Background: an optimization exercise with open tools, aiming at small area, a short achievable clock period and few clock cycles per item. Do not read the settings as production practice.
Only simulation tests tie the RTL to the original design; equivalence was not proved.

## flow/design.v (module list and top-level ports; edited modules follow where they fit)
// module mult: 1237 lines
// module mult_fa: 4 lines
// module mult_ha: 4 lines
module mult(
	input clk, rst, start, in_is_signed,
	input [31:0] in_a, in_b,
	output mult_status,
	output [63:0] s);
  // ...
==> flow/flow/run.sh <==
#!/bin/bash
set -euo pipefail
export BUFFER_PORTS_ARGS="-buffer_cell sky130_fd_sc_hd__buf_2"
bash standard.sh > standard.log 2>&1
==> flow/standard.sh <==
#!/bin/bash
# synth_recipe.tcl (not shown) runs the flow's synth.tcl, then flattens the netlist and writes it again
# the make line also repeats each setting of config.mk as NAME=value (left out here)
make -C /OpenROAD-flow-scripts/flow DESIGN_CONFIG=/design/flow/config.mk WORK_HOME=/design/flow/orfs CLKGATE_MAP_FILE= SYNTH_SCRIPT=/design/flow/synth_recipe.tcl "${@:-finish}"
==> flow/config.mk <==
export PLATFORM = sky130hd
export DESIGN_NAME = mult
export DESIGN_NICKNAME = mult
export VERILOG_FILES = /design/flow/design.v
export SDC_FILE = /design/flow/constraint.sdc
export NUM_CORES = 4
export LEC_CHECK = 0
export ABC_AREA = 1
export CAP_MARGIN = 20
export CORE_MARGIN = 2
export CORE_UTILIZATION = 40
export SLEW_MARGIN = 20
export SYNTH_HIERARCHICAL = 1
==> flow/constraint.sdc <==
create_clock -name core_clock -period 50.0 [get_ports {clk}]
set_input_delay 10.0000 -clock core_clock [delete_from_list [all_inputs] [get_ports {clk}]]
set_output_delay 10.0000 -clock core_clock [all_outputs]
set_load 0.01 [all_outputs]
==> results.json, run 1 <==
{
  "gr-total-overflow": 0,
  "routabilityCongestion": 0.932,
  "hp-start": "wlo[1]",
  "layout.nets": 2487,
  "largestClassByArea": "multi-input gates",
  "hold_viol_final": 0,
  "crit_cells": 25,
  "die_w_um": 223,
  "critPathKind": "flop to output pin",
  "status": "complete, no violations",
  "crit_family": "adder cells",
  "crit_top_cell": "nand2_1",
  "rrSetupSlack_ps": 43550,
  "cp.arrival_ps": 6750,
  "grt_pass1_vias": 16500,
  "avgSynthCellArea_um2": 9.30,
  "synth.most_common_cell": "xor2_1",
  "crit_fanout": 18,
  "cts.clk_slew.worst_paths_ps": 60,
  "clockBufferDepth": 2,
  "multi_input_area_share": 0.682,
  "busiest_layer": "met2",
  "n_all_buffers": 174,
  "ios": 133,
  "dpl.cell_count": 2645,
  "initialDrtViolationCount": 1791,
  "cts_tree": "yes",
  "regArea_um2": 3560,
  "antenna_found_initial": 1,
  "drive_above_1_share": 0.117,
  "drt-met1-wl_um": 25400
}
Testbench counts, summed over its fixed seeds: cycles 4,019, items 3,200.
==> run 2: changes to the inputs <==
==> flow/design.v (replaced) <==
module mult(
	input clk, rst, start, in_is_signed,
	input [31:0] in_a, in_b,
	output mult_status,
	output [63:0] s);
	reg busy;
	reg [32:0] n_b;		 
	reg [7:0] one_b, two_b, neg;	 
	reg [15:0] wlo;		 
	reg [47:0] acc;		 
	assign mult_status = busy;
	wire [32:0] n = ~n_b;
	wire [7:0] one = ~one_b, two = ~two_b;
	wire sha = ~|in_a[31:16] | &in_a[31:15];
	wire shb = ~|in_b[31:16] | &in_b[31:15];
	wire short = sha | shb;
	wire use_a = sha & ~shb;	 
	wire [15:0] mlo = use_a ? in_a[15:0] : in_b[15:0];
	wire mtop = use_a ? in_a[31] : in_b[31];
	wire [31:0] nn = use_a ? in_b : in_a;
	wire [32:0] nx33 = {in_is_signed & nn[31], nn};
	wire c32 = ~in_is_signed & mtop;	 
	wire c16 = short & ~mtop & mlo[15];	 
	wire [47:0] acc0 = (short & c32) ? {nn, 16'b0} :
	                   (c16 | (~short & c32)) ? {{15{nx33[32]}}, nx33} : 48'b0;
	wire [16:0] wn = busy ? {wlo, 1'b0} : short ? {mlo, 1'b0} : in_b[31:15];
	wire [7:0] one_n, two_n, neg_n;
	assign one_n[0] = wn[1] ^ wn[0];
	assign two_n[0] = (wn[2] & ~wn[1] & ~wn[0]) | (~wn[2] & wn[1] & wn[0]);
	assign neg_n[0] = wn[2];
	assign one_n[1] = wn[3] ^ wn[2];
	assign two_n[1] = (wn[4] & ~wn[3] & ~wn[2]) | (~wn[4] & wn[3] & wn[2]);
	assign neg_n[1] = wn[4];
	assign one_n[2] = wn[5] ^ wn[4];
	assign two_n[2] = (wn[6] & ~wn[5] & ~wn[4]) | (~wn[6] & wn[5] & wn[4]);
	assign neg_n[2] = wn[6];
	assign one_n[3] = wn[7] ^ wn[6];
	assign two_n[3] = (wn[8] & ~wn[7] & ~wn[6]) | (~wn[8] & wn[7] & wn[6]);
	assign neg_n[3] = wn[8];
	assign one_n[4] = wn[9] ^ wn[8];
	assign two_n[4] = (wn[10] & ~wn[9] & ~wn[8]) | (~wn[10] & wn[9] & wn[8]);
	assign neg_n[4] = wn[10];
	assign one_n[5] = wn[11] ^ wn[10];
	assign two_n[5] = (wn[12] & ~wn[11] & ~wn[10]) | (~wn[12] & wn[11] & wn[10]);
	assign neg_n[5] = wn[12];
	assign one_n[6] = wn[13] ^ wn[12];
	assign two_n[6] = (wn[14] & ~wn[13] & ~wn[12]) | (~wn[14] & wn[13] & wn[12]);
	assign neg_n[6] = wn[14];
	assign one_n[7] = wn[15] ^ wn[14];
	assign two_n[7] = (wn[16] & ~wn[15] & ~wn[14]) | (~wn[16] & wn[15] & wn[14]);
	assign neg_n[7] = wn[16];
	always @(posedge clk) begin
		if (rst) begin
			busy <= 1'b0;
		end else if (!busy) begin
			if (start) begin
				n_b <= ~nx33;
				one_b <= ~one_n; two_b <= ~two_n; neg <= neg_n;
				acc <= acc0;
				busy <= ~short;
			end
		end else begin
			acc <= s[47:0];
			one_b <= ~one_n; two_b <= ~two_n; neg <= neg_n;
			busy <= 1'b0;
		end
	end
	always @(posedge clk)
		wlo <= mlo;
	wire [34:0] nx = {n[32], n, 1'b0};
	wire [33:0] pp0 = (({34{one[0]}} & nx[34:1]) | ({34{two[0]}} & nx[33:0])) ^ {34{neg[0]}};
	wire [33:0] pp1 = (({34{one[1]}} & nx[34:1]) | ({34{two[1]}} & nx[33:0])) ^ {34{neg[1]}};
	wire [33:0] pp2 = (({34{one[2]}} & nx[34:1]) | ({34{two[2]}} & nx[33:0])) ^ {34{neg[2]}};
	wire [33:0] pp3 = (({34{one[3]}} & nx[34:1]) | ({34{two[3]}} & nx[33:0])) ^ {34{neg[3]}};
	wire [33:0] pp4 = (({34{one[4]}} & nx[34:1]) | ({34{two[4]}} & nx[33:0])) ^ {34{neg[4]}};
	wire [33:0] pp5 = (({34{one[5]}} & nx[34:1]) | ({34{two[5]}} & nx[33:0])) ^ {34{neg[5]}};
	wire [33:0] pp6 = (({34{one[6]}} & nx[34:1]) | ({34{two[6]}} & nx[33:0])) ^ {34{neg[6]}};
	wire [33:0] pp7 = (({34{one[7]}} & nx[34:1]) | ({34{two[7]}} & nx[33:0])) ^ {34{neg[7]}};
	wire hs1;
	wire hc2;
	wire hs3;
	wire hc4;
	wire hs5;
	wire hc6;
	wire hs7;
	wire hc8;
	wire fs9;
	wire fc10;
	wire hs11;
	wire hc12;
	wire fs13;
	wire fc14;
	wire hs15;
	wire hc16;
	wire fs17;
	wire fc18;
	wire fs19;
	wire fc20;
	wire hs21;
	wire hc22;
	wire fs23;
	wire fc24;
	wire fs25;
	wire fc26;
	wire hs27;
	wire hc28;
	wire fs29;
	wire fc30;
	wire fs31;
	wire fc32;
	wire fs33;
	wire fc34;
	wire fs35;
	wire fc36;
	wire fs37;
	wire fc38;
	wire fs39;
	wire fc40;
	wire fs41;
	wire fc42;
	wire fs43;
	wire fc44;
	wire fs45;
	wire fc46;
	wire fs47;
	wire fc48;
	wire fs49;
	wire fc50;
	wire fs51;
	wire fc52;
	wire fs53;
	wire fc54;
	wire fs55;
	wire fc56;
	wire fs57;
	wire fc58;
	wire fs59;
	wire fc60;
	wire fs61;
	wire fc62;
	wire fs63;
	wire fc64;
	wire fs65;
	wire fc66;
	wire fs67;
	wire fc68;
	wire fs69;
	wire fc70;
	wire fs71;
	wire fc72;
	wire fs73;
	wire fc74;
	wire fs75;
	wire fc76;
	wire fs77;
	wire fc78;
	wire fs79;
	wire fc80;
	wire fs81;
	wire fc82;
	wire fs83;
	wire fc84;
	wire fs85;
	wire fc86;
	wire fs87;
	wire fc88;
	wire fs89;
	wire fc90;
	wire fs91;
	wire fc92;
	wire fs93;
	wire fc94;
	wire fs95;
	wire fc96;
	wire fs97;
	wire fc98;
	wire fs99;
	wire fc100;
	wire fs101;
	wire fc102;
	wire fs103;
	wire fc104;
	wire fs105;
	wire fc106;
	wire fs107;
	wire fc108;
	wire fs109;
	wire fc110;
	wire fs111;
	wire fc112;
	wire fs113;
	wire fc114;
	wire fs115;
	wire fc116;
	wire fs117;
	wire fc118;
	wire fs119;
	wire fc120;
	wire fs121;
	wire fc122;
	wire fs123;
	wire fc124;
	wire fs125;
	wire fc126;
	wire fs127;
	wire fc128;
	wire fs129;
	wire fc130;
	wire fs131;
	wire fc132;
	wire fs133;
	wire fc134;
	wire fs135;
	wire fc136;
	wire fs137;
	wire fc138;
	wire fs139;
	wire fc140;
	wire fs141;
	wire fc142;
	wire fs143;
	wire fc144;
	wire fs145;
	wire fc146;
	wire fs147;
	wire fc148;
	wire fs149;
	wire fc150;
	wire fs151;
	wire fc152;
	wire hs153;
	wire hc154;
	wire fs155;
	wire fc156;
	wire fs157;
	wire fc158;
	wire fs159;
	wire fc160;
	wire hs161;
	wire hc162;
	wire fs163;
	wire fc164;
	wire hs165;
	wire hc166;
	wire hs167;
	wire hc168;
	wire hs169;
	wire hc170;
	wire fs171;
	wire fc172;
	wire hs173;
	wire hc174;
	wire fs175;
	wire fc176;
	wire hs177;
	wire hc178;
	wire fs179;
	wire fc180;
	wire fs181;
	wire fc182;
	wire fs183;
	wire fc184;
	wire fs185;
	wire fc186;
	wire fs187;
	wire fc188;
	wire fs189;
	wire fc190;
	wire fs191;
	wire fc192;
	wire fs193;
	wire fc194;
	wire fs195;
	wire fc196;
	wire fs197;
	wire fc198;
	wire fs199;
	wire fc200;
	wire fs201;
	wire fc202;
	wire fs203;
	wire fc204;
	wire fs205;
	wire fc206;
	wire fs207;
	wire fc208;
	wire fs209;
	wire fc210;
	wire fs211;
	wire fc212;
	wire fs213;
	wire fc214;
	wire fs215;
	wire fc216;
	wire fs217;
	wire fc218;
	wire fs219;
	wire fc220;
	wire fs221;
	wire fc222;
	wire fs223;
	wire fc224;
	wire fs225;
	wire fc226;
	wire fs227;
	wire fc228;
	wire fs229;
	wire fc230;
	wire fs231;
	wire fc232;
	wire fs233;
	wire fc234;
	wire fs235;
	wire fc236;
	wire fs237;
	wire fc238;
	wire fs239;
	wire fc240;
	wire fs241;
	wire fc242;
	wire fs243;
	wire fc244;
	wire fs245;
	wire fc246;
	wire fs247;
	wire fc248;
	wire fs249;
	wire fc250;
	wire fs251;
	wire fc252;
	wire fs253;
	wire fc254;
	wire fs255;
	wire fc256;
	wire fs257;
	wire fc258;
	wire fs259;
	wire fc260;
	wire fs261;
	wire fc262;
	wire fs263;
	wire fc264;
	wire fs265;
	wire fc266;
	wire fs267;
	wire fc268;
	wire fs269;
	wire fc270;
	wire fs271;
	wire fc272;
	wire fs273;
	wire fc274;
	wire fs275;
	wire fc276;
	wire fs277;
	wire fc278;
	wire fs279;
	wire fc280;
	wire fs281;
	wire fc282;
	wire fs283;
	wire fc284;
	wire fs285;
	wire fc286;
	wire fs287;
	wire fc288;
	wire fs289;
	wire fc290;
	wire fs291;
	wire fc292;
	wire fs293;
	wire fc294;
	wire fs295;
	wire fc296;
	wire fs297;
	wire fc298;
	wire fs299;
	wire fc300;
	wire fs301;
	wire fc302;
	wire fs303;
	wire fc304;
	wire fs305;
	wire fc306;
	wire fs307;
	wire fc308;
	wire hs309;
	wire hc310;
	wire fs311;
	wire fc312;
	wire hs313;
	wire hc314;
	wire hs315;
	wire hc316;
	wire hs317;
	wire hc318;
	wire fs319;
	wire fc320;
	wire fs321;
	wire fc322;
	wire fs323;
	wire fc324;
	wire fs325;
	wire fc326;
	wire fs327;
	wire fc328;
	wire fs329;
	wire fc330;
	wire fs331;
	wire fc332;
	wire fs333;
	wire fc334;
	wire fs335;
	wire fc336;
	wire fs337;
	wire fc338;
	wire fs339;
	wire fc340;
	wire fs341;
	wire fc342;
	wire fs343;
	wire fc344;
	wire fs345;
	wire fc346;
	wire fs347;
	wire fc348;
	wire fs349;
	wire fc350;
	wire fs351;
	wire fc352;
	wire fs353;
	wire fc354;
	wire fs355;
	wire fc356;
	wire fs357;
	wire fc358;
	wire fs359;
	wire fc360;
	wire fs361;
	wire fc362;
	wire fs363;
	wire fc364;
	wire fs365;
	wire fc366;
	wire fs367;
	wire fc368;
	wire fs369;
	wire fc370;
	wire fs371;
	wire fc372;
	wire fs373;
	wire fc374;
	wire fs375;
	wire fc376;
	wire fs377;
	wire fc378;
	wire fs379;
	wire fc380;
	wire fs381;
	wire fc382;
	wire fs383;
	wire fc384;
	wire fs385;
	wire fc386;
	wire fs387;
	wire fc388;
	wire fs389;
	wire fc390;
	wire fs391;
	wire fc392;
	wire fs393;
	wire fc394;
	wire fs395;
	wire fc396;
	wire fs397;
	wire fc398;
	wire hs399;
	wire hc400;
	wire hs401;
	wire hc402;
	wire hs403;
	wire hc404;
	wire fs405;
	wire fc406;
	wire fs407;
	wire fc408;
	wire fs409;
	wire fc410;
	wire fs411;
	wire fc412;
	wire fs413;
	wire fc414;
	wire fs415;
	wire fc416;
	wire fs417;
	wire fc418;
	wire fs419;
	wire fc420;
	wire fs421;
	wire fc422;
	wire fs423;
	wire fc424;
	wire fs425;
	wire fc426;
	wire fs427;
	wire fc428;
	wire fs429;
	wire fc430;
	wire fs431;
	wire fc432;
	wire fs433;
	wire fc434;
	wire fs435;
	wire fc436;
	wire fs437;
	wire fc438;
	wire fs439;
	wire fc440;
	wire fs441;
	wire fc442;
	wire fs443;
	wire fc444;
	wire fs445;
	wire fc446;
	wire fs447;
	wire fc448;
	wire fs449;
	wire fc450;
	wire fs451;
	wire fc452;
	wire fs453;
	wire fc454;
	wire fs455;
	wire fc456;
	wire fs457;
	wire fc458;
	wire fs459;
	wire fc460;
	wire fs461;
	wire fc462;
	wire fs463;
	wire fc464;
	wire fs465;
	wire fc466;
	wire fs467;
	wire fc468;
	wire fs469;
	wire fc470;
	wire fs471;
	wire fc472;
	wire fs473;
	wire fc474;
	wire fs475;
	wire fc476;
	wire fs477;
	wire fc478;
	wire fs479;
	wire fc480;
	wire fs481;
	wire fc482;
	wire fs483;
	wire fc484;
	wire fs485;
	wire fc486;
	wire fs487;
	wire fc488;
	wire fs489;
	wire fc490;
	wire fs491;
	wire fc492;
	wire hs493;
	wire hc494;
	wire hs495;
	wire hc496;
	wire hs497;
	wire hc498;
	wire hs499;
	wire hc500;
	wire hs501;
	wire hc502;
	wire hs503;
	wire hc504;
	wire hs505;
	wire hc506;
	wire hs507;
	wire hc508;
	wire hs509;
	wire hc510;
	wire hs511;
	wire hc512;
	wire hs513;
	wire hc514;
	wire hs515;
	wire hc516;
	wire hs517;
	wire hc518;
	wire hs519;
	wire hc520;
	wire hs521;
	wire hc522;
	wire hs523;
	wire hc524;
	assign hs1 = ~acc[17];
	assign hc2 = acc[17];
	assign hs3 = ~acc[18];
	assign hc4 = acc[18];
	mult_ha u_hs5 (.a(neg[5]), .b(pp0[10]), .s(hs5), .co(hc6));
	mult_ha u_hs7 (.a(pp0[11]), .b(pp1[9]), .s(hs7), .co(hc8));
	mult_fa u_fs9 (.a(neg[6]), .b(pp0[12]), .c(pp1[10]), .s(fs9), .co(fc10));
	mult_ha u_hs11 (.a(pp2[8]), .b(pp3[6]), .s(hs11), .co(hc12));
	mult_fa u_fs13 (.a(pp0[13]), .b(pp1[11]), .c(pp2[9]), .s(fs13), .co(fc14));
	mult_ha u_hs15 (.a(pp3[7]), .b(pp4[5]), .s(hs15), .co(hc16));
	mult_fa u_fs17 (.a(neg[7]), .b(pp0[14]), .c(pp1[12]), .s(fs17), .co(fc18));
	mult_fa u_fs19 (.a(pp2[10]), .b(pp3[8]), .c(pp4[6]), .s(fs19), .co(fc20));
	mult_ha u_hs21 (.a(pp5[4]), .b(pp6[2]), .s(hs21), .co(hc22));
	mult_fa u_fs23 (.a(pp0[15]), .b(pp1[13]), .c(pp2[11]), .s(fs23), .co(fc24));
	mult_fa u_fs25 (.a(pp3[9]), .b(pp4[7]), .c(pp5[5]), .s(fs25), .co(fc26));
	mult_ha u_hs27 (.a(pp6[3]), .b(pp7[1]), .s(hs27), .co(hc28));
	mult_fa u_fs29 (.a(acc[0]), .b(pp0[16]), .c(pp1[14]), .s(fs29), .co(fc30));
	mult_fa u_fs31 (.a(pp2[12]), .b(pp3[10]), .c(pp4[8]), .s(fs31), .co(fc32));
	mult_fa u_fs33 (.a(pp5[6]), .b(pp6[4]), .c(pp7[2]), .s(fs33), .co(fc34));
	mult_fa u_fs35 (.a(acc[1]), .b(pp0[17]), .c(pp1[15]), .s(fs35), .co(fc36));
	mult_fa u_fs37 (.a(pp2[13]), .b(pp3[11]), .c(pp4[9]), .s(fs37), .co(fc38));
	mult_fa u_fs39 (.a(pp5[7]), .b(pp6[5]), .c(pp7[3]), .s(fs39), .co(fc40));
	mult_fa u_fs41 (.a(acc[2]), .b(pp0[18]), .c(pp1[16]), .s(fs41), .co(fc42));
	mult_fa u_fs43 (.a(pp2[14]), .b(pp3[12]), .c(pp4[10]), .s(fs43), .co(fc44));
	mult_fa u_fs45 (.a(pp5[8]), .b(pp6[6]), .c(pp7[4]), .s(fs45), .co(fc46));
	mult_fa u_fs47 (.a(acc[3]), .b(pp0[19]), .c(pp1[17]), .s(fs47), .co(fc48));
	mult_fa u_fs49 (.a(pp2[15]), .b(pp3[13]), .c(pp4[11]), .s(fs49), .co(fc50));
	mult_fa u_fs51 (.a(pp5[9]), .b(pp6[7]), .c(pp7[5]), .s(fs51), .co(fc52));
	mult_fa u_fs53 (.a(acc[4]), .b(pp0[20]), .c(pp1[18]), .s(fs53), .co(fc54));
	mult_fa u_fs55 (.a(pp2[16]), .b(pp3[14]), .c(pp4[12]), .s(fs55), .co(fc56));
	mult_fa u_fs57 (.a(pp5[10]), .b(pp6[8]), .c(pp7[6]), .s(fs57), .co(fc58));
	mult_fa u_fs59 (.a(acc[5]), .b(pp0[21]), .c(pp1[19]), .s(fs59), .co(fc60));
	mult_fa u_fs61 (.a(pp2[17]), .b(pp3[15]), .c(pp4[13]), .s(fs61), .co(fc62));
	mult_fa u_fs63 (.a(pp5[11]), .b(pp6[9]), .c(pp7[7]), .s(fs63), .co(fc64));
	mult_fa u_fs65 (.a(acc[6]), .b(pp0[22]), .c(pp1[20]), .s(fs65), .co(fc66));
	mult_fa u_fs67 (.a(pp2[18]), .b(pp3[16]), .c(pp4[14]), .s(fs67), .co(fc68));
	mult_fa u_fs69 (.a(pp5[12]), .b(pp6[10]), .c(pp7[8]), .s(fs69), .co(fc70));
	mult_fa u_fs71 (.a(acc[7]), .b(pp0[23]), .c(pp1[21]), .s(fs71), .co(fc72));
	mult_fa u_fs73 (.a(pp2[19]), .b(pp3[17]), .c(pp4[15]), .s(fs73), .co(fc74));
	mult_fa u_fs75 (.a(pp5[13]), .b(pp6[11]), .c(pp7[9]), .s(fs75), .co(fc76));
	mult_fa u_fs77 (.a(acc[8]), .b(pp0[24]), .c(pp1[22]), .s(fs77), .co(fc78));
	mult_fa u_fs79 (.a(pp2[20]), .b(pp3[18]), .c(pp4[16]), .s(fs79), .co(fc80));
	mult_fa u_fs81 (.a(pp5[14]), .b(pp6[12]), .c(pp7[10]), .s(fs81), .co(fc82));
	mult_fa u_fs83 (.a(acc[9]), .b(pp0[25]), .c(pp1[23]), .s(fs83), .co(fc84));
	mult_fa u_fs85 (.a(pp2[21]), .b(pp3[19]), .c(pp4[17]), .s(fs85), .co(fc86));
	mult_fa u_fs87 (.a(pp5[15]), .b(pp6[13]), .c(pp7[11]), .s(fs87), .co(fc88));
	mult_fa u_fs89 (.a(acc[10]), .b(pp0[26]), .c(pp1[24]), .s(fs89), .co(fc90));
	mult_fa u_fs91 (.a(pp2[22]), .b(pp3[20]), .c(pp4[18]), .s(fs91), .co(fc92));
	mult_fa u_fs93 (.a(pp5[16]), .b(pp6[14]), .c(pp7[12]), .s(fs93), .co(fc94));
	mult_fa u_fs95 (.a(acc[11]), .b(pp0[27]), .c(pp1[25]), .s(fs95), .co(fc96));
	mult_fa u_fs97 (.a(pp2[23]), .b(pp3[21]), .c(pp4[19]), .s(fs97), .co(fc98));
	mult_fa u_fs99 (.a(pp5[17]), .b(pp6[15]), .c(pp7[13]), .s(fs99), .co(fc100));
	mult_fa u_fs101 (.a(acc[12]), .b(pp0[28]), .c(pp1[26]), .s(fs101), .co(fc102));
	mult_fa u_fs103 (.a(pp2[24]), .b(pp3[22]), .c(pp4[20]), .s(fs103), .co(fc104));
	mult_fa u_fs105 (.a(pp5[18]), .b(pp6[16]), .c(pp7[14]), .s(fs105), .co(fc106));
	mult_fa u_fs107 (.a(acc[13]), .b(pp0[29]), .c(pp1[27]), .s(fs107), .co(fc108));
	mult_fa u_fs109 (.a(pp2[25]), .b(pp3[23]), .c(pp4[21]), .s(fs109), .co(fc110));
	mult_fa u_fs111 (.a(pp5[19]), .b(pp6[17]), .c(pp7[15]), .s(fs111), .co(fc112));
	mult_fa u_fs113 (.a(acc[14]), .b(pp0[30]), .c(pp1[28]), .s(fs113), .co(fc114));
	mult_fa u_fs115 (.a(pp2[26]), .b(pp3[24]), .c(pp4[22]), .s(fs115), .co(fc116));
	mult_fa u_fs117 (.a(pp5[20]), .b(pp6[18]), .c(pp7[16]), .s(fs117), .co(fc118));
	mult_fa u_fs119 (.a(acc[15]), .b(pp0[31]), .c(pp1[29]), .s(fs119), .co(fc120));
	mult_fa u_fs121 (.a(pp2[27]), .b(pp3[25]), .c(pp4[23]), .s(fs121), .co(fc122));
	mult_fa u_fs123 (.a(pp5[21]), .b(pp6[19]), .c(pp7[17]), .s(fs123), .co(fc124));
	mult_fa u_fs125 (.a(acc[16]), .b(pp0[32]), .c(pp1[30]), .s(fs125), .co(fc126));
	mult_fa u_fs127 (.a(pp2[28]), .b(pp3[26]), .c(pp4[24]), .s(fs127), .co(fc128));
	mult_fa u_fs129 (.a(pp5[22]), .b(pp6[20]), .c(pp7[18]), .s(fs129), .co(fc130));
	mult_fa u_fs131 (.a(hs1), .b(~pp0[33]), .c(pp1[31]), .s(fs131), .co(fc132));
	mult_fa u_fs133 (.a(pp2[29]), .b(pp3[27]), .c(pp4[25]), .s(fs133), .co(fc134));
	mult_fa u_fs135 (.a(pp5[23]), .b(pp6[21]), .c(pp7[19]), .s(fs135), .co(fc136));
	mult_fa u_fs137 (.a(hc2), .b(hs3), .c(pp1[32]), .s(fs137), .co(fc138));
	mult_fa u_fs139 (.a(pp2[30]), .b(pp3[28]), .c(pp4[26]), .s(fs139), .co(fc140));
	mult_fa u_fs141 (.a(pp5[24]), .b(pp6[22]), .c(pp7[20]), .s(fs141), .co(fc142));
	mult_fa u_fs143 (.a(acc[19]), .b(hc4), .c(~pp1[33]), .s(fs143), .co(fc144));
	mult_fa u_fs145 (.a(pp2[31]), .b(pp3[29]), .c(pp4[27]), .s(fs145), .co(fc146));
	mult_fa u_fs147 (.a(pp5[25]), .b(pp6[23]), .c(pp7[21]), .s(fs147), .co(fc148));
	assign fs149 = ~(acc[20] ^ pp2[32]);
	assign fc150 = acc[20] | pp2[32];
	mult_fa u_fs151 (.a(pp3[30]), .b(pp4[28]), .c(pp5[26]), .s(fs151), .co(fc152));
	mult_ha u_hs153 (.a(pp6[24]), .b(pp7[22]), .s(hs153), .co(hc154));
	mult_fa u_fs155 (.a(acc[21]), .b(~pp2[33]), .c(pp3[31]), .s(fs155), .co(fc156));
	mult_fa u_fs157 (.a(pp4[29]), .b(pp5[27]), .c(pp6[25]), .s(fs157), .co(fc158));
	assign fs159 = ~(acc[22] ^ pp3[32]);
	assign fc160 = acc[22] | pp3[32];
	mult_ha u_hs161 (.a(pp4[30]), .b(pp5[28]), .s(hs161), .co(hc162));
	mult_fa u_fs163 (.a(acc[23]), .b(~pp3[33]), .c(pp4[31]), .s(fs163), .co(fc164));
	assign hs165 = ~acc[24];
	assign hc166 = acc[24];
	mult_ha u_hs167 (.a(neg[3]), .b(pp0[6]), .s(hs167), .co(hc168));
	mult_ha u_hs169 (.a(pp0[7]), .b(pp1[5]), .s(hs169), .co(hc170));
	mult_fa u_fs171 (.a(neg[4]), .b(pp0[8]), .c(pp1[6]), .s(fs171), .co(fc172));
	mult_ha u_hs173 (.a(pp2[4]), .b(pp3[2]), .s(hs173), .co(hc174));
	mult_fa u_fs175 (.a(pp0[9]), .b(pp1[7]), .c(pp2[5]), .s(fs175), .co(fc176));
	mult_ha u_hs177 (.a(pp3[3]), .b(pp4[1]), .s(hs177), .co(hc178));
	mult_fa u_fs179 (.a(pp1[8]), .b(pp2[6]), .c(pp3[4]), .s(fs179), .co(fc180));
	mult_fa u_fs181 (.a(pp4[2]), .b(pp5[0]), .c(hs5), .s(fs181), .co(fc182));
	mult_fa u_fs183 (.a(pp2[7]), .b(pp3[5]), .c(pp4[3]), .s(fs183), .co(fc184));
	mult_fa u_fs185 (.a(pp5[1]), .b(hc6), .c(hs7), .s(fs185), .co(fc186));
	mult_fa u_fs187 (.a(pp4[4]), .b(pp5[2]), .c(pp6[0]), .s(fs187), .co(fc188));
	mult_fa u_fs189 (.a(hc8), .b(hs11), .c(fs9), .s(fs189), .co(fc190));
	mult_fa u_fs191 (.a(pp5[3]), .b(pp6[1]), .c(hc12), .s(fs191), .co(fc192));
	mult_fa u_fs193 (.a(hs15), .b(fc10), .c(fs13), .s(fs193), .co(fc194));
	mult_fa u_fs195 (.a(pp7[0]), .b(hc16), .c(hs21), .s(fs195), .co(fc196));
	mult_fa u_fs197 (.a(fc14), .b(fs17), .c(fs19), .s(fs197), .co(fc198));
	mult_fa u_fs199 (.a(hc22), .b(hs27), .c(fc18), .s(fs199), .co(fc200));
	mult_fa u_fs201 (.a(fc20), .b(fs23), .c(fs25), .s(fs201), .co(fc202));
	mult_fa u_fs203 (.a(hc28), .b(fc24), .c(fc26), .s(fs203), .co(fc204));
	mult_fa u_fs205 (.a(fs29), .b(fs31), .c(fs33), .s(fs205), .co(fc206));
	mult_fa u_fs207 (.a(fc30), .b(fc32), .c(fc34), .s(fs207), .co(fc208));
	mult_fa u_fs209 (.a(fs35), .b(fs37), .c(fs39), .s(fs209), .co(fc210));
	mult_fa u_fs211 (.a(fc36), .b(fc38), .c(fc40), .s(fs211), .co(fc212));
	mult_fa u_fs213 (.a(fs41), .b(fs43), .c(fs45), .s(fs213), .co(fc214));
	mult_fa u_fs215 (.a(fc42), .b(fc44), .c(fc46), .s(fs215), .co(fc216));
	mult_fa u_fs217 (.a(fs47), .b(fs49), .c(fs51), .s(fs217), .co(fc218));
	mult_fa u_fs219 (.a(fc48), .b(fc50), .c(fc52), .s(fs219), .co(fc220));
	mult_fa u_fs221 (.a(fs53), .b(fs55), .c(fs57), .s(fs221), .co(fc222));
	mult_fa u_fs223 (.a(fc54), .b(fc56), .c(fc58), .s(fs223), .co(fc224));
	mult_fa u_fs225 (.a(fs59), .b(fs61), .c(fs63), .s(fs225), .co(fc226));
	mult_fa u_fs227 (.a(fc60), .b(fc62), .c(fc64), .s(fs227), .co(fc228));
	mult_fa u_fs229 (.a(fs65), .b(fs67), .c(fs69), .s(fs229), .co(fc230));
	mult_fa u_fs231 (.a(fc66), .b(fc68), .c(fc70), .s(fs231), .co(fc232));
	mult_fa u_fs233 (.a(fs71), .b(fs73), .c(fs75), .s(fs233), .co(fc234));
	mult_fa u_fs235 (.a(fc72), .b(fc74), .c(fc76), .s(fs235), .co(fc236));
	mult_fa u_fs237 (.a(fs77), .b(fs79), .c(fs81), .s(fs237), .co(fc238));
	mult_fa u_fs239 (.a(fc78), .b(fc80), .c(fc82), .s(fs239), .co(fc240));
	mult_fa u_fs241 (.a(fs83), .b(fs85), .c(fs87), .s(fs241), .co(fc242));
	mult_fa u_fs243 (.a(fc84), .b(fc86), .c(fc88), .s(fs243), .co(fc244));
	mult_fa u_fs245 (.a(fs89), .b(fs91), .c(fs93), .s(fs245), .co(fc246));
	mult_fa u_fs247 (.a(fc90), .b(fc92), .c(fc94), .s(fs247), .co(fc248));
	mult_fa u_fs249 (.a(fs95), .b(fs97), .c(fs99), .s(fs249), .co(fc250));
	mult_fa u_fs251 (.a(fc96), .b(fc98), .c(fc100), .s(fs251), .co(fc252));
	mult_fa u_fs253 (.a(fs101), .b(fs103), .c(fs105), .s(fs253), .co(fc254));
	mult_fa u_fs255 (.a(fc102), .b(fc104), .c(fc106), .s(fs255), .co(fc256));
	mult_fa u_fs257 (.a(fs107), .b(fs109), .c(fs111), .s(fs257), .co(fc258));
	mult_fa u_fs259 (.a(fc108), .b(fc110), .c(fc112), .s(fs259), .co(fc260));
	mult_fa u_fs261 (.a(fs113), .b(fs115), .c(fs117), .s(fs261), .co(fc262));
	mult_fa u_fs263 (.a(fc114), .b(fc116), .c(fc118), .s(fs263), .co(fc264));
	mult_fa u_fs265 (.a(fs119), .b(fs121), .c(fs123), .s(fs265), .co(fc266));
	mult_fa u_fs267 (.a(fc120), .b(fc122), .c(fc124), .s(fs267), .co(fc268));
	mult_fa u_fs269 (.a(fs125), .b(fs127), .c(fs129), .s(fs269), .co(fc270));
	mult_fa u_fs271 (.a(fc126), .b(fc128), .c(fc130), .s(fs271), .co(fc272));
	mult_fa u_fs273 (.a(fs131), .b(fs133), .c(fs135), .s(fs273), .co(fc274));
	mult_fa u_fs275 (.a(fc132), .b(fc134), .c(fc136), .s(fs275), .co(fc276));
	mult_fa u_fs277 (.a(fs137), .b(fs139), .c(fs141), .s(fs277), .co(fc278));
	mult_fa u_fs279 (.a(fc138), .b(fc140), .c(fc142), .s(fs279), .co(fc280));
	mult_fa u_fs281 (.a(fs143), .b(fs145), .c(fs147), .s(fs281), .co(fc282));
	mult_fa u_fs283 (.a(hs153), .b(fc144), .c(fc146), .s(fs283), .co(fc284));
	mult_fa u_fs285 (.a(fc148), .b(fs149), .c(fs151), .s(fs285), .co(fc286));
	mult_fa u_fs287 (.a(pp7[23]), .b(hc154), .c(fc150), .s(fs287), .co(fc288));
	mult_fa u_fs289 (.a(fc152), .b(fs155), .c(fs157), .s(fs289), .co(fc290));
	mult_fa u_fs291 (.a(pp6[26]), .b(pp7[24]), .c(hs161), .s(fs291), .co(fc292));
	mult_fa u_fs293 (.a(fc156), .b(fc158), .c(fs159), .s(fs293), .co(fc294));
	mult_fa u_fs295 (.a(pp5[29]), .b(pp6[27]), .c(pp7[25]), .s(fs295), .co(fc296));
	mult_fa u_fs297 (.a(hc162), .b(fc160), .c(fs163), .s(fs297), .co(fc298));
	mult_fa u_fs299 (.a(hs165), .b(pp4[32]), .c(pp5[30]), .s(fs299), .co(fc300));
	mult_fa u_fs301 (.a(pp6[28]), .b(pp7[26]), .c(fc164), .s(fs301), .co(fc302));
	mult_fa u_fs303 (.a(acc[25]), .b(hc166), .c(~pp4[33]), .s(fs303), .co(fc304));
	mult_fa u_fs305 (.a(pp5[31]), .b(pp6[29]), .c(pp7[27]), .s(fs305), .co(fc306));
	assign fs307 = ~(acc[26] ^ pp5[32]);
	assign fc308 = acc[26] | pp5[32];
	mult_ha u_hs309 (.a(pp6[30]), .b(pp7[28]), .s(hs309), .co(hc310));
	mult_fa u_fs311 (.a(acc[27]), .b(~pp5[33]), .c(pp6[31]), .s(fs311), .co(fc312));
	assign hs313 = ~acc[28];
	assign hc314 = acc[28];
	mult_ha u_hs315 (.a(neg[2]), .b(pp0[4]), .s(hs315), .co(hc316));
	mult_ha u_hs317 (.a(pp0[5]), .b(pp1[3]), .s(hs317), .co(hc318));
	mult_fa u_fs319 (.a(pp1[4]), .b(pp2[2]), .c(pp3[0]), .s(fs319), .co(fc320));
	mult_fa u_fs321 (.a(pp2[3]), .b(pp3[1]), .c(hc168), .s(fs321), .co(fc322));
	mult_fa u_fs323 (.a(pp4[0]), .b(hc170), .c(hs173), .s(fs323), .co(fc324));
	mult_fa u_fs325 (.a(hc174), .b(hs177), .c(fc172), .s(fs325), .co(fc326));
	mult_fa u_fs327 (.a(hc178), .b(fc176), .c(fs179), .s(fs327), .co(fc328));
	mult_fa u_fs329 (.a(fc180), .b(fs183), .c(fc182), .s(fs329), .co(fc330));
	mult_fa u_fs331 (.a(fc184), .b(fs187), .c(fc186), .s(fs331), .co(fc332));
	mult_fa u_fs333 (.a(fc188), .b(fs191), .c(fc190), .s(fs333), .co(fc334));
	mult_fa u_fs335 (.a(fc192), .b(fs195), .c(fc194), .s(fs335), .co(fc336));
	mult_fa u_fs337 (.a(fc196), .b(fc198), .c(fs199), .s(fs337), .co(fc338));
	mult_fa u_fs339 (.a(fc200), .b(fc202), .c(fs203), .s(fs339), .co(fc340));
	mult_fa u_fs341 (.a(fc204), .b(fc206), .c(fs207), .s(fs341), .co(fc342));
	mult_fa u_fs343 (.a(fc208), .b(fc210), .c(fs211), .s(fs343), .co(fc344));
	mult_fa u_fs345 (.a(fc212), .b(fc214), .c(fs215), .s(fs345), .co(fc346));
	mult_fa u_fs347 (.a(fc216), .b(fc218), .c(fs219), .s(fs347), .co(fc348));
	mult_fa u_fs349 (.a(fc220), .b(fc222), .c(fs223), .s(fs349), .co(fc350));
	mult_fa u_fs351 (.a(fc224), .b(fc226), .c(fs227), .s(fs351), .co(fc352));
	mult_fa u_fs353 (.a(fc228), .b(fc230), .c(fs231), .s(fs353), .co(fc354));
	mult_fa u_fs355 (.a(fc232), .b(fc234), .c(fs235), .s(fs355), .co(fc356));
	mult_fa u_fs357 (.a(fc236), .b(fc238), .c(fs239), .s(fs357), .co(fc358));
	mult_fa u_fs359 (.a(fc240), .b(fc242), .c(fs243), .s(fs359), .co(fc360));
	mult_fa u_fs361 (.a(fc244), .b(fc246), .c(fs247), .s(fs361), .co(fc362));
	mult_fa u_fs363 (.a(fc248), .b(fc250), .c(fs251), .s(fs363), .co(fc364));
	mult_fa u_fs365 (.a(fc252), .b(fc254), .c(fs255), .s(fs365), .co(fc366));
	mult_fa u_fs367 (.a(fc256), .b(fc258), .c(fs259), .s(fs367), .co(fc368));
	mult_fa u_fs369 (.a(fc260), .b(fc262), .c(fs263), .s(fs369), .co(fc370));
	mult_fa u_fs371 (.a(fc264), .b(fc266), .c(fs267), .s(fs371), .co(fc372));
	mult_fa u_fs373 (.a(fc268), .b(fc270), .c(fs271), .s(fs373), .co(fc374));
	mult_fa u_fs375 (.a(fc272), .b(fc274), .c(fs275), .s(fs375), .co(fc376));
	mult_fa u_fs377 (.a(fc276), .b(fc278), .c(fs279), .s(fs377), .co(fc378));
	mult_fa u_fs379 (.a(fc280), .b(fc282), .c(fs283), .s(fs379), .co(fc380));
	mult_fa u_fs381 (.a(fc284), .b(fc286), .c(fs287), .s(fs381), .co(fc382));
	mult_fa u_fs383 (.a(fs291), .b(fc288), .c(fc290), .s(fs383), .co(fc384));
	mult_fa u_fs385 (.a(fs295), .b(fc292), .c(fc294), .s(fs385), .co(fc386));
	mult_fa u_fs387 (.a(fc296), .b(fs299), .c(fc298), .s(fs387), .co(fc388));
	mult_fa u_fs389 (.a(fc300), .b(fs303), .c(fs305), .s(fs389), .co(fc390));
	mult_fa u_fs391 (.a(hs309), .b(fc304), .c(fc306), .s(fs391), .co(fc392));
	mult_fa u_fs393 (.a(pp7[29]), .b(hc310), .c(fc308), .s(fs393), .co(fc394));
	mult_fa u_fs395 (.a(hs313), .b(pp6[32]), .c(pp7[30]), .s(fs395), .co(fc396));
	mult_fa u_fs397 (.a(acc[29]), .b(hc314), .c(~pp6[33]), .s(fs397), .co(fc398));
	assign hs399 = ~acc[30];
	assign hc400 = acc[30];
	mult_ha u_hs401 (.a(neg[1]), .b(pp0[2]), .s(hs401), .co(hc402));
	mult_ha u_hs403 (.a(pp0[3]), .b(pp1[1]), .s(hs403), .co(hc404));
	mult_fa u_fs405 (.a(pp1[2]), .b(pp2[0]), .c(hs315), .s(fs405), .co(fc406));
	mult_fa u_fs407 (.a(pp2[1]), .b(hc316), .c(hs317), .s(fs407), .co(fc408));
	mult_fa u_fs409 (.a(hc318), .b(hs167), .c(fs319), .s(fs409), .co(fc410));
	mult_fa u_fs411 (.a(hs169), .b(fc320), .c(fs321), .s(fs411), .co(fc412));
	mult_fa u_fs413 (.a(fs171), .b(fc322), .c(fs323), .s(fs413), .co(fc414));
	mult_fa u_fs415 (.a(fs175), .b(fc324), .c(fs325), .s(fs415), .co(fc416));
	mult_fa u_fs417 (.a(fs181), .b(fc326), .c(fs327), .s(fs417), .co(fc418));
	mult_fa u_fs419 (.a(fs185), .b(fc328), .c(fs329), .s(fs419), .co(fc420));
	mult_fa u_fs421 (.a(fs189), .b(fc330), .c(fs331), .s(fs421), .co(fc422));
	mult_fa u_fs423 (.a(fs193), .b(fc332), .c(fs333), .s(fs423), .co(fc424));
	mult_fa u_fs425 (.a(fs197), .b(fc334), .c(fs335), .s(fs425), .co(fc426));
	mult_fa u_fs427 (.a(fs201), .b(fc336), .c(fs337), .s(fs427), .co(fc428));
	mult_fa u_fs429 (.a(fs205), .b(fc338), .c(fs339), .s(fs429), .co(fc430));
	mult_fa u_fs431 (.a(fs209), .b(fc340), .c(fs341), .s(fs431), .co(fc432));
	mult_fa u_fs433 (.a(fs213), .b(fc342), .c(fs343), .s(fs433), .co(fc434));
	mult_fa u_fs435 (.a(fs217), .b(fc344), .c(fs345), .s(fs435), .co(fc436));
	mult_fa u_fs437 (.a(fs221), .b(fc346), .c(fs347), .s(fs437), .co(fc438));
	mult_fa u_fs439 (.a(fs225), .b(fc348), .c(fs349), .s(fs439), .co(fc440));
	mult_fa u_fs441 (.a(fs229), .b(fc350), .c(fs351), .s(fs441), .co(fc442));
	mult_fa u_fs443 (.a(fs233), .b(fc352), .c(fs353), .s(fs443), .co(fc444));
	mult_fa u_fs445 (.a(fs237), .b(fc354), .c(fs355), .s(fs445), .co(fc446));
	mult_fa u_fs447 (.a(fs241), .b(fc356), .c(fs357), .s(fs447), .co(fc448));
	mult_fa u_fs449 (.a(fs245), .b(fc358), .c(fs359), .s(fs449), .co(fc450));
	mult_fa u_fs451 (.a(fs249), .b(fc360), .c(fs361), .s(fs451), .co(fc452));
	mult_fa u_fs453 (.a(fs253), .b(fc362), .c(fs363), .s(fs453), .co(fc454));
	mult_fa u_fs455 (.a(fs257), .b(fc364), .c(fs365), .s(fs455), .co(fc456));
	mult_fa u_fs457 (.a(fs261), .b(fc366), .c(fs367), .s(fs457), .co(fc458));
	mult_fa u_fs459 (.a(fs265), .b(fc368), .c(fs369), .s(fs459), .co(fc460));
	mult_fa u_fs461 (.a(fs269), .b(fc370), .c(fs371), .s(fs461), .co(fc462));
	mult_fa u_fs463 (.a(fs273), .b(fc372), .c(fs373), .s(fs463), .co(fc464));
	mult_fa u_fs465 (.a(fs277), .b(fc374), .c(fs375), .s(fs465), .co(fc466));
	mult_fa u_fs467 (.a(fs281), .b(fc376), .c(fs377), .s(fs467), .co(fc468));
	mult_fa u_fs469 (.a(fs285), .b(fc378), .c(fs379), .s(fs469), .co(fc470));
	mult_fa u_fs471 (.a(fs289), .b(fc380), .c(fs381), .s(fs471), .co(fc472));
	mult_fa u_fs473 (.a(fs293), .b(fc382), .c(fs383), .s(fs473), .co(fc474));
	mult_fa u_fs475 (.a(fs297), .b(fc384), .c(fs385), .s(fs475), .co(fc476));
	mult_fa u_fs477 (.a(fs301), .b(fc386), .c(fs387), .s(fs477), .co(fc478));
	mult_fa u_fs479 (.a(fc302), .b(fs389), .c(fc388), .s(fs479), .co(fc480));
	mult_fa u_fs481 (.a(fs307), .b(fc390), .c(fs391), .s(fs481), .co(fc482));
	mult_fa u_fs483 (.a(fs311), .b(fc392), .c(fs393), .s(fs483), .co(fc484));
	mult_fa u_fs485 (.a(fc312), .b(fs395), .c(fc394), .s(fs485), .co(fc486));
	mult_fa u_fs487 (.a(pp7[31]), .b(fc396), .c(fs397), .s(fs487), .co(fc488));
	mult_fa u_fs489 (.a(hs399), .b(pp7[32]), .c(fc398), .s(fs489), .co(fc490));
	mult_fa u_fs491 (.a(acc[31]), .b(hc400), .c(~pp7[33]), .s(fs491), .co(fc492));
	assign hs493 = ~acc[32];
	assign hc494 = acc[32];
	assign hs495 = ~acc[33];
	assign hc496 = acc[33];
	assign hs497 = ~acc[34];
	assign hc498 = acc[34];
	assign hs499 = ~acc[35];
	assign hc500 = acc[35];
	assign hs501 = ~acc[36];
	assign hc502 = acc[36];
	assign hs503 = ~acc[37];
	assign hc504 = acc[37];
	assign hs505 = ~acc[38];
	assign hc506 = acc[38];
	assign hs507 = ~acc[39];
	assign hc508 = acc[39];
	assign hs509 = ~acc[40];
	assign hc510 = acc[40];
	assign hs511 = ~acc[41];
	assign hc512 = acc[41];
	assign hs513 = ~acc[42];
	assign hc514 = acc[42];
	assign hs515 = ~acc[43];
	assign hc516 = acc[43];
	assign hs517 = ~acc[44];
	assign hc518 = acc[44];
	assign hs519 = ~acc[45];
	assign hc520 = acc[45];
	assign hs521 = ~acc[46];
	assign hc522 = acc[46];
	assign hs523 = ~acc[47];
	assign hc524 = acc[47];
	wire [63:0] rx = {hc522, hc520, hc518, hc516, hc514, hc512, hc510, hc508, hc506, hc504, hc502, hc500, hc498, hc496, hc494, fc492, fc490, fc488, fc486, fc484, fc482, fc480, fc478, fc476, fc474, fc472, fc470, fc468, fc466, fc464, fc462, fc460, fc458, fc456, fc454, fc452, fc450, fc448, fc446, fc444, fc442, fc440, fc438, fc436, fc434, fc432, fc430, fc428, fc426, fc424, fc422, fc420, fc418, fc416, fc414, fc412, fc410, fc408, fc406, hc404, hc402, hs401, pp0[1], neg[0]};
	wire [63:0] ry = {hs523, hs521, hs519, hs517, hs515, hs513, hs511, hs509, hs507, hs505, hs503, hs501, hs499, hs497, hs495, hs493, fs491, fs489, fs487, fs485, fs483, fs481, fs479, fs477, fs475, fs473, fs471, fs469, fs467, fs465, fs463, fs461, fs459, fs457, fs455, fs453, fs451, fs449, fs447, fs445, fs443, fs441, fs439, fs437, fs435, fs433, fs431, fs429, fs427, fs425, fs423, fs421, fs419, fs417, fs415, fs413, fs411, fs409, fs407, fs405, hs403, pp1[0], 1'b0, pp0[0]};
	wire [63:0] g0 = rx & ry, p0 = rx ^ ry;
	wire gu1_1 = g0[1] | (p0[1] & g0[0]);
	wire pu1_1 = p0[1] & p0[0];
	wire gu1_3 = g0[3] | (p0[3] & g0[2]);
	wire pu1_3 = p0[3] & p0[2];
	wire gu1_5 = g0[5] | (p0[5] & g0[4]);
	wire pu1_5 = p0[5] & p0[4];
	wire gu1_7 = g0[7] | (p0[7] & g0[6]);
	wire pu1_7 = p0[7] & p0[6];
	wire gu1_9 = g0[9] | (p0[9] & g0[8]);
	wire pu1_9 = p0[9] & p0[8];
	wire gu1_11 = g0[11] | (p0[11] & g0[10]);
	wire pu1_11 = p0[11] & p0[10];
	wire gu1_13 = g0[13] | (p0[13] & g0[12]);
	wire pu1_13 = p0[13] & p0[12];
	wire gu1_15 = g0[15] | (p0[15] & g0[14]);
	wire pu1_15 = p0[15] & p0[14];
	wire gu1_17 = g0[17] | (p0[17] & g0[16]);
	wire pu1_17 = p0[17] & p0[16];
	wire gu1_19 = g0[19] | (p0[19] & g0[18]);
	wire pu1_19 = p0[19] & p0[18];
	wire gu1_21 = g0[21] | (p0[21] & g0[20]);
	wire pu1_21 = p0[21] & p0[20];
	wire gu1_23 = g0[23] | (p0[23] & g0[22]);
	wire pu1_23 = p0[23] & p0[22];
	wire gu1_25 = g0[25] | (p0[25] & g0[24]);
	wire pu1_25 = p0[25] & p0[24];
	wire gu1_27 = g0[27] | (p0[27] & g0[26]);
	wire pu1_27 = p0[27] & p0[26];
	wire gu1_29 = g0[29] | (p0[29] & g0[28]);
	wire pu1_29 = p0[29] & p0[28];
	wire gu1_31 = g0[31] | (p0[31] & g0[30]);
	wire pu1_31 = p0[31] & p0[30];
	wire gu1_33 = g0[33] | (p0[33] & g0[32]);
	wire pu1_33 = p0[33] & p0[32];
	wire gu1_35 = g0[35] | (p0[35] & g0[34]);
	wire pu1_35 = p0[35] & p0[34];
	wire gu1_37 = g0[37] | (p0[37] & g0[36]);
	wire pu1_37 = p0[37] & p0[36];
	wire gu1_39 = g0[39] | (p0[39] & g0[38]);
	wire pu1_39 = p0[39] & p0[38];
	wire gu1_41 = g0[41] | (p0[41] & g0[40]);
	wire pu1_41 = p0[41] & p0[40];
	wire gu1_43 = g0[43] | (p0[43] & g0[42]);
	wire pu1_43 = p0[43] & p0[42];
	wire gu1_45 = g0[45] | (p0[45] & g0[44]);
	wire pu1_45 = p0[45] & p0[44];
	wire gu1_47 = g0[47] | (p0[47] & g0[46]);
	wire pu1_47 = p0[47] & p0[46];
	wire gu1_49 = g0[49] | (p0[49] & g0[48]);
	wire pu1_49 = p0[49] & p0[48];
	wire gu1_51 = g0[51] | (p0[51] & g0[50]);
	wire pu1_51 = p0[51] & p0[50];
	wire gu1_53 = g0[53] | (p0[53] & g0[52]);
	wire pu1_53 = p0[53] & p0[52];
	wire gu1_55 = g0[55] | (p0[55] & g0[54]);
	wire pu1_55 = p0[55] & p0[54];
	wire gu1_57 = g0[57] | (p0[57] & g0[56]);
	wire pu1_57 = p0[57] & p0[56];
	wire gu1_59 = g0[59] | (p0[59] & g0[58]);
	wire pu1_59 = p0[59] & p0[58];
	wire gu1_61 = g0[61] | (p0[61] & g0[60]);
	wire pu1_61 = p0[61] & p0[60];
	wire gu1_63 = g0[63] | (p0[63] & g0[62]);
	wire pu1_63 = p0[63] & p0[62];
	wire gu2_3 = gu1_3 | (pu1_3 & gu1_1);
	wire pu2_3 = pu1_3 & pu1_1;
	wire gu2_7 = gu1_7 | (pu1_7 & gu1_5);
	wire pu2_7 = pu1_7 & pu1_5;
	wire gu2_11 = gu1_11 | (pu1_11 & gu1_9);
	wire pu2_11 = pu1_11 & pu1_9;
	wire gu2_15 = gu1_15 | (pu1_15 & gu1_13);
	wire pu2_15 = pu1_15 & pu1_13;
	wire gu2_19 = gu1_19 | (pu1_19 & gu1_17);
	wire pu2_19 = pu1_19 & pu1_17;
	wire gu2_23 = gu1_23 | (pu1_23 & gu1_21);
	wire pu2_23 = pu1_23 & pu1_21;
	wire gu2_27 = gu1_27 | (pu1_27 & gu1_25);
	wire pu2_27 = pu1_27 & pu1_25;
	wire gu2_31 = gu1_31 | (pu1_31 & gu1_29);
	wire pu2_31 = pu1_31 & pu1_29;
	wire gu2_35 = gu1_35 | (pu1_35 & gu1_33);
	wire pu2_35 = pu1_35 & pu1_33;
	wire gu2_39 = gu1_39 | (pu1_39 & gu1_37);
	wire pu2_39 = pu1_39 & pu1_37;
	wire gu2_43 = gu1_43 | (pu1_43 & gu1_41);
	wire pu2_43 = pu1_43 & pu1_41;
	wire gu2_47 = gu1_47 | (pu1_47 & gu1_45);
	wire pu2_47 = pu1_47 & pu1_45;
	wire gu2_51 = gu1_51 | (pu1_51 & gu1_49);
	wire pu2_51 = pu1_51 & pu1_49;
	wire gu2_55 = gu1_55 | (pu1_55 & gu1_53);
	wire pu2_55 = pu1_55 & pu1_53;
	wire gu2_59 = gu1_59 | (pu1_59 & gu1_57);
	wire pu2_59 = pu1_59 & pu1_57;
	wire gu2_63 = gu1_63 | (pu1_63 & gu1_61);
	wire pu2_63 = pu1_63 & pu1_61;
	wire gu3_7 = gu2_7 | (pu2_7 & gu2_3);
	wire pu3_7 = pu2_7 & pu2_3;
	wire gu3_15 = gu2_15 | (pu2_15 & gu2_11);
	wire pu3_15 = pu2_15 & pu2_11;
	wire gu3_23 = gu2_23 | (pu2_23 & gu2_19);
	wire pu3_23 = pu2_23 & pu2_19;
	wire gu3_31 = gu2_31 | (pu2_31 & gu2_27);
	wire pu3_31 = pu2_31 & pu2_27;
	wire gu3_39 = gu2_39 | (pu2_39 & gu2_35);
	wire pu3_39 = pu2_39 & pu2_35;
	wire gu3_47 = gu2_47 | (pu2_47 & gu2_43);
	wire pu3_47 = pu2_47 & pu2_43;
	wire gu3_55 = gu2_55 | (pu2_55 & gu2_51);
	wire pu3_55 = pu2_55 & pu2_51;
	wire gu3_63 = gu2_63 | (pu2_63 & gu2_59);
	wire pu3_63 = pu2_63 & pu2_59;
	wire gu4_15 = gu3_15 | (pu3_15 & gu3_7);
	wire pu4_15 = pu3_15 & pu3_7;
	wire gu4_31 = gu3_31 | (pu3_31 & gu3_23);
	wire pu4_31 = pu3_31 & pu3_23;
	wire gu4_47 = gu3_47 | (pu3_47 & gu3_39);
	wire pu4_47 = pu3_47 & pu3_39;
	wire gu4_63 = gu3_63 | (pu3_63 & gu3_55);
	wire pu4_63 = pu3_63 & pu3_55;
	wire gu5_31 = gu4_31 | (pu4_31 & gu4_15);
	wire pu5_31 = pu4_31 & pu4_15;
	wire gu5_63 = gu4_63 | (pu4_63 & gu4_47);
	wire pu5_63 = pu4_63 & pu4_47;
	wire gu6_63 = gu5_63 | (pu5_63 & gu5_31);
	wire pu6_63 = pu5_63 & pu5_31;
	wire gd8_47 = gu4_47 | (pu4_47 & gu5_31);
	wire gd9_23 = gu3_23 | (pu3_23 & gu4_15);
	wire gd9_39 = gu3_39 | (pu3_39 & gu5_31);
	wire gd9_55 = gu3_55 | (pu3_55 & gd8_47);
	wire gd10_11 = gu2_11 | (pu2_11 & gu3_7);
	wire gd10_19 = gu2_19 | (pu2_19 & gu4_15);
	wire gd10_27 = gu2_27 | (pu2_27 & gd9_23);
	wire gd10_35 = gu2_35 | (pu2_35 & gu5_31);
	wire gd10_43 = gu2_43 | (pu2_43 & gd9_39);
	wire gd10_51 = gu2_51 | (pu2_51 & gd8_47);
	wire gd10_59 = gu2_59 | (pu2_59 & gd9_55);
	wire gd11_5 = gu1_5 | (pu1_5 & gu2_3);
	wire gd11_9 = gu1_9 | (pu1_9 & gu3_7);
	wire gd11_13 = gu1_13 | (pu1_13 & gd10_11);
	wire gd11_17 = gu1_17 | (pu1_17 & gu4_15);
	wire gd11_21 = gu1_21 | (pu1_21 & gd10_19);
	wire gd11_25 = gu1_25 | (pu1_25 & gd9_23);
	wire gd11_29 = gu1_29 | (pu1_29 & gd10_27);
	wire gd11_33 = gu1_33 | (pu1_33 & gu5_31);
	wire gd11_37 = gu1_37 | (pu1_37 & gd10_35);
	wire gd11_41 = gu1_41 | (pu1_41 & gd9_39);
	wire gd11_45 = gu1_45 | (pu1_45 & gd10_43);
	wire gd11_49 = gu1_49 | (pu1_49 & gd8_47);
	wire gd11_53 = gu1_53 | (pu1_53 & gd10_51);
	wire gd11_57 = gu1_57 | (pu1_57 & gd9_55);
	wire gd11_61 = gu1_61 | (pu1_61 & gd10_59);
	wire gd12_2 = g0[2] | (p0[2] & gu1_1);
	wire gd12_4 = g0[4] | (p0[4] & gu2_3);
	wire gd12_6 = g0[6] | (p0[6] & gd11_5);
	wire gd12_8 = g0[8] | (p0[8] & gu3_7);
	wire gd12_10 = g0[10] | (p0[10] & gd11_9);
	wire gd12_12 = g0[12] | (p0[12] & gd10_11);
	wire gd12_14 = g0[14] | (p0[14] & gd11_13);
	wire gd12_16 = g0[16] | (p0[16] & gu4_15);
	wire gd12_18 = g0[18] | (p0[18] & gd11_17);
	wire gd12_20 = g0[20] | (p0[20] & gd10_19);
	wire gd12_22 = g0[22] | (p0[22] & gd11_21);
	wire gd12_24 = g0[24] | (p0[24] & gd9_23);
	wire gd12_26 = g0[26] | (p0[26] & gd11_25);
	wire gd12_28 = g0[28] | (p0[28] & gd10_27);
	wire gd12_30 = g0[30] | (p0[30] & gd11_29);
	wire gd12_32 = g0[32] | (p0[32] & gu5_31);
	wire gd12_34 = g0[34] | (p0[34] & gd11_33);
	wire gd12_36 = g0[36] | (p0[36] & gd10_35);
	wire gd12_38 = g0[38] | (p0[38] & gd11_37);
	wire gd12_40 = g0[40] | (p0[40] & gd9_39);
	wire gd12_42 = g0[42] | (p0[42] & gd11_41);
	wire gd12_44 = g0[44] | (p0[44] & gd10_43);
	wire gd12_46 = g0[46] | (p0[46] & gd11_45);
	wire gd12_48 = g0[48] | (p0[48] & gd8_47);
	wire gd12_50 = g0[50] | (p0[50] & gd11_49);
	wire gd12_52 = g0[52] | (p0[52] & gd10_51);
	wire gd12_54 = g0[54] | (p0[54] & gd11_53);
	wire gd12_56 = g0[56] | (p0[56] & gd9_55);
	wire gd12_58 = g0[58] | (p0[58] & gd11_57);
	wire gd12_60 = g0[60] | (p0[60] & gd10_59);
	wire gd12_62 = g0[62] | (p0[62] & gd11_61);
	assign s[0] = p0[0];
	assign s[1] = p0[1] ^ g0[0];
	assign s[2] = p0[2] ^ gu1_1;
	assign s[3] = p0[3] ^ gd12_2;
	assign s[4] = p0[4] ^ gu2_3;
	assign s[5] = p0[5] ^ gd12_4;
	assign s[6] = p0[6] ^ gd11_5;
	assign s[7] = p0[7] ^ gd12_6;
	assign s[8] = p0[8] ^ gu3_7;
	assign s[9] = p0[9] ^ gd12_8;
	assign s[10] = p0[10] ^ gd11_9;
	assign s[11] = p0[11] ^ gd12_10;
	assign s[12] = p0[12] ^ gd10_11;
	assign s[13] = p0[13] ^ gd12_12;
	assign s[14] = p0[14] ^ gd11_13;
	assign s[15] = p0[15] ^ gd12_14;
	assign s[16] = p0[16] ^ gu4_15;
	assign s[17] = p0[17] ^ gd12_16;
	assign s[18] = p0[18] ^ gd11_17;
	assign s[19] = p0[19] ^ gd12_18;
	assign s[20] = p0[20] ^ gd10_19;
	assign s[21] = p0[21] ^ gd12_20;
	assign s[22] = p0[22] ^ gd11_21;
	assign s[23] = p0[23] ^ gd12_22;
	assign s[24] = p0[24] ^ gd9_23;
	assign s[25] = p0[25] ^ gd12_24;
	assign s[26] = p0[26] ^ gd11_25;
	assign s[27] = p0[27] ^ gd12_26;
	assign s[28] = p0[28] ^ gd10_27;
	assign s[29] = p0[29] ^ gd12_28;
	assign s[30] = p0[30] ^ gd11_29;
	assign s[31] = p0[31] ^ gd12_30;
	assign s[32] = p0[32] ^ gu5_31;
	assign s[33] = p0[33] ^ gd12_32;
	assign s[34] = p0[34] ^ gd11_33;
	assign s[35] = p0[35] ^ gd12_34;
	assign s[36] = p0[36] ^ gd10_35;
	assign s[37] = p0[37] ^ gd12_36;
	assign s[38] = p0[38] ^ gd11_37;
	assign s[39] = p0[39] ^ gd12_38;
	assign s[40] = p0[40] ^ gd9_39;
	assign s[41] = p0[41] ^ gd12_40;
	assign s[42] = p0[42] ^ gd11_41;
	assign s[43] = p0[43] ^ gd12_42;
	assign s[44] = p0[44] ^ gd10_43;
	assign s[45] = p0[45] ^ gd12_44;
	assign s[46] = p0[46] ^ gd11_45;
	assign s[47] = p0[47] ^ gd12_46;
	assign s[48] = p0[48] ^ gd8_47;
	assign s[49] = p0[49] ^ gd12_48;
	assign s[50] = p0[50] ^ gd11_49;
	assign s[51] = p0[51] ^ gd12_50;
	assign s[52] = p0[52] ^ gd10_51;
	assign s[53] = p0[53] ^ gd12_52;
	assign s[54] = p0[54] ^ gd11_53;
	assign s[55] = p0[55] ^ gd12_54;
	assign s[56] = p0[56] ^ gd9_55;
	assign s[57] = p0[57] ^ gd12_56;
	assign s[58] = p0[58] ^ gd11_57;
	assign s[59] = p0[59] ^ gd12_58;
	assign s[60] = p0[60] ^ gd10_59;
	assign s[61] = p0[61] ^ gd12_60;
	assign s[62] = p0[62] ^ gd11_61;
	assign s[63] = p0[63] ^ gd12_62;
endmodule
module mult_fa(input a, b, c, output s, co);
	assign s = a ^ b ^ c;
	assign co = (a & b) | (c & (a ^ b));
endmodule
module mult_ha(input a, b, output s, co);
	assign s = a ^ b;
	assign co = a & b;
endmodule
--- a/flow/config.mk
+++ b/flow/config.mk
@@ -4,10 +4,11 @@
 export VERILOG_FILES = /design/flow/design.v
 export SDC_FILE = /design/flow/constraint.sdc
 export NUM_CORES = 4
 export LEC_CHECK = 0
 export ABC_AREA = 1
 export CAP_MARGIN = 20
 export CORE_MARGIN = 2
 export CORE_UTILIZATION = 40
+export CTS_BUF_LIST = sky130_fd_sc_hd__clkbuf_8
 export SLEW_MARGIN = 20
 export SYNTH_HIERARCHICAL = 1
==> results.json, run 2 <==
{
  "wl_per_cell_um": 22.4,
  "timing.fmax_mhz": 60.5,
  "cts_resized": 0,
  "antenna_found_initial": 1,
  "multi_input_area_um2": 13400,
  "yosysWarnings": 7,
  "crit_buf_inv": 4,
  "synth.top_cell.area_share": 0.275,
  "wl_met2_um": 26300,
  "die_w_um": 218,
  "clkSinkCount": 122,
  "met3WireLength_um": 6100,
  "hold_viol_final": 0,
  "startpoint_type": "flop",
  "post_cts_buffers": 0,
  "finalSetupTns_ps": 0,
  "syn-num-nets": 2467,
  "die_y_um": 218,
  "drt_wl_total_um": 59600,
  "cts_tree": "yes",
  "grt_pass1_wl_um": 91800,
  "synth.area.top_cells": "fa_1 28%, edfxtp_1 17%, xor2_1 13%",
  "cp.required_ps": 40000,
  "end_kind": "output pin",
  "layout_common_cells": "371 x nand2_1, 275 x xor2_1, 258 x o22ai_1",
  "gr-total-overflow": 0,
  "status": "complete, no violations",
  "avgSynthCellArea_um2": 8.87,
  "vias": 15600,
  "numCtsBuffers": 17,
  "h-tree-depth": 4,
  "areaGrowthSynthToFinish_pct": 6.86,
  "holdWs_ps": 573,
  "routabilityCongestion": 0.899,
  "ios": 133,
  "port_buffers": 132,
  "synth_cells": 2065,
  "drc": 0,
  "synth.most_common_cell": "nand2_1",
  "post_dp_cell_area_um2": 19100,
  "grt_pass1_vias": 15900,
  "async_flop_share": 0,
  "vias_per_cell": 5.85,
  "top_register": "acc",
  "cts_root_buffer": "clkbuf_8",
  "hold_class": "flop to flop",
  "dp_hpwl_um": 43200,
  "biggestRegsByFlops": "acc x48, n_b x33, wlo x16",
  "worst_path_max_delay_cell": "edfxtp_1",
  "critical-path-max-stage-delay_ps": 760,
  "drt-met1-wl_um": 24300,
  "num-fill-cells": 4472,
  "dpl.cell_count": 2625,
  "critPathKind": "flop to output pin",
  "cp.arrival_ps": 6520,
  "yosysSeqAreaShare": 0.191,
  "drive_above_1_share": 0.110,
  "period_minus_slack_ps": 16520,
  "postRouteAntennaNets": 0,
  "dieArea_um2": 47500,
  "drv_slew": 0,
  "highest_layer": "met4",
  "rsz0062_at_grt": "no",
  "cts.clk_slew.worst_paths_ps": 90,
  "final_common_cell": "nand2_1",
  "coreArea_um2": 45300,
  "synth_seq_cells": 122,
  "start_util": 0.405,
  "synth.distinct_cells": 39,
  "layout.nets": 2449,
  "slew_headroom": 0.383,
  "synth_area_um2": 18300,
  "crit_family": "adder cells",
  "regArea_um2": 3490,
  "clockBufferDepth": 2,
  "stdcell_area_um2": 19600,
  "ctsHoldBuffers": 0,
  "synth_largest_area_cell": "fa_1",
  "grtUsageTotal": 0.255,
  "fin_crit_sh": 0.330,
  "synth_edf_count": 105,
  "grt_max_degree": 65,
  "setup_viol": 0,
  "initialDrtViolationCount": 1565,
  "fin_skew_ps": 16.1,
  "rows": 78,
  "crit_top_cell": "nand2_1",
  "antennaDiodeCount": 0,
  "cap_violations": 0,
  "tightest_slew_ps": 923,
  "path_cells": "buf_8 > o22ai_1 > xor2_1 > fa_1 > fa_1 > fa_1 > fa_1 > ha_1 > nand2_1 > nor2_1 > inv_1 > nor2_1 > nand2_1 > nand2_1 > nand2_1 > nand2_1 > inv_1 > o21bai_1 > nand2_1 > nand3_1 > nand2_1 > nand2_1 > fa_1 > buf_2",
  "crit_fanout": 19,
  "largest_register_ffs": 48,
  "finalNonFillerCells": 2660,
  "dr.pass1.iters": 8,
  "worstSkewPairLatency_ps": 480,
  "synth_top_cells_by_count": "371 x nand2_1, 275 x xor2_1, 258 x o22ai_1",
  "ys.flop_type": "edfxtp_1"
}
## run 2: cell families (layout without fill, tap and decap cells)
group	after synthesis	count (layout)	synth area share
AND/OR/NAND/NOR	561	561	0.128
AO/OA/AOI/OAI	377	377	0.126
buffers and inverters	367	362	0.0790
adder cells (fa/ha/maj)	334	334	0.331
XOR/XNOR	304	304	0.145
flip-flops	122	122	0.191
## run 2: area by class of cell
cell class                      instances  area share
Clock buffer                           18      0.0127
Clock inverter                         14     0.00748
Inverter                              167      0.0320
Timing Repair Buffer                  163      0.0468
Tap cell                              600      0.0383
Sequential cell                       122       0.179
Multi-Input combinational cell       1576       0.684
## run 2: per-module statistics from Yosys, one instance, submodules excluded
| module | cell area, µm² | cells | copies in the design | flip-flops and latches |
|---|---|---|---|---|
| mult_fa | 20.0 | 1 | 221 | 0 |
| mult_ha | 12.5 | 1 | 17 | 0 |
| mult | 13700 | 1827 | 1 | 122 |
## run 2: path summary, 6_finish.rpt
check / startpoint / to / slack (ps) / depth (start not counted)
worst min register to register: wlo[1] / neg[0] / 570 / 2
worst min-delay path: wlo[1] / neg[0] / 570 / 2
worst max-delay path: one_b[0] / s[46] / 33480 / 24
worst max register to register: one_b[0] / acc[46] / 43750 / 25
## run 2: per-stage QoR
step | setup slack, ps | util
finish | 33480 | 0.432
global route | 32980 | 0.432
CTS | 33110 | 0.431
detailed placement | 33660 | 0.423
global placement | 33750 | 0.423
floorplan | 34830 | -
## run 2: layer usage
metal / vias up / GRT usage
met2: 876 / 0.385
met3: 156 / 0.0608
met4: 0 / 0.129
met1: 7702 / 0.341
met5: - / 0
li1: 6827 / -
## run 2: tightest hold or removal path, cell delays in order (launching register included)
cell,delay [ps]
dfxtp_1,320
nand2_1,60
nand2_2,90
Testbench counts of run 2, summed over its fixed seeds: cycles 4,019, items 3,200.

==> static timing again, ports no longer ideal <==
How much do the figures lean on ideal ports? The routed layouts below were timed once more, with nothing changed but the port constraints.
Step 1, drivers: a clkbuf_16 drives clk and a buf_2 each remaining input, both assumed.
Step 2 also shifts input and output timing later by t, the mid clock arrival at the registers, as if the neighbouring blocks saw the same clock.
Three values: no drivers, after step 1, after step 2; two values: the first two.
run | t (ns) | setup slack, ns | hold WS [ns] | latest minus earliest clock arrival (ns) | worst register clock-pin slew, ns
run 1 | 0.487 | 33.249 / 33.198 / 33.686 | 0.576 / 0.577 / 0.577 | 0.016 / 0.015 | 0.07 / 0.07
run 2 | 0.518 | 33.483 / 33.440 / 33.958 | 0.573 / 0.573 / 0.573 | 0.016 / 0.016 | 0.09 / 0.09
After both steps setup and hold are still met in every run listed.
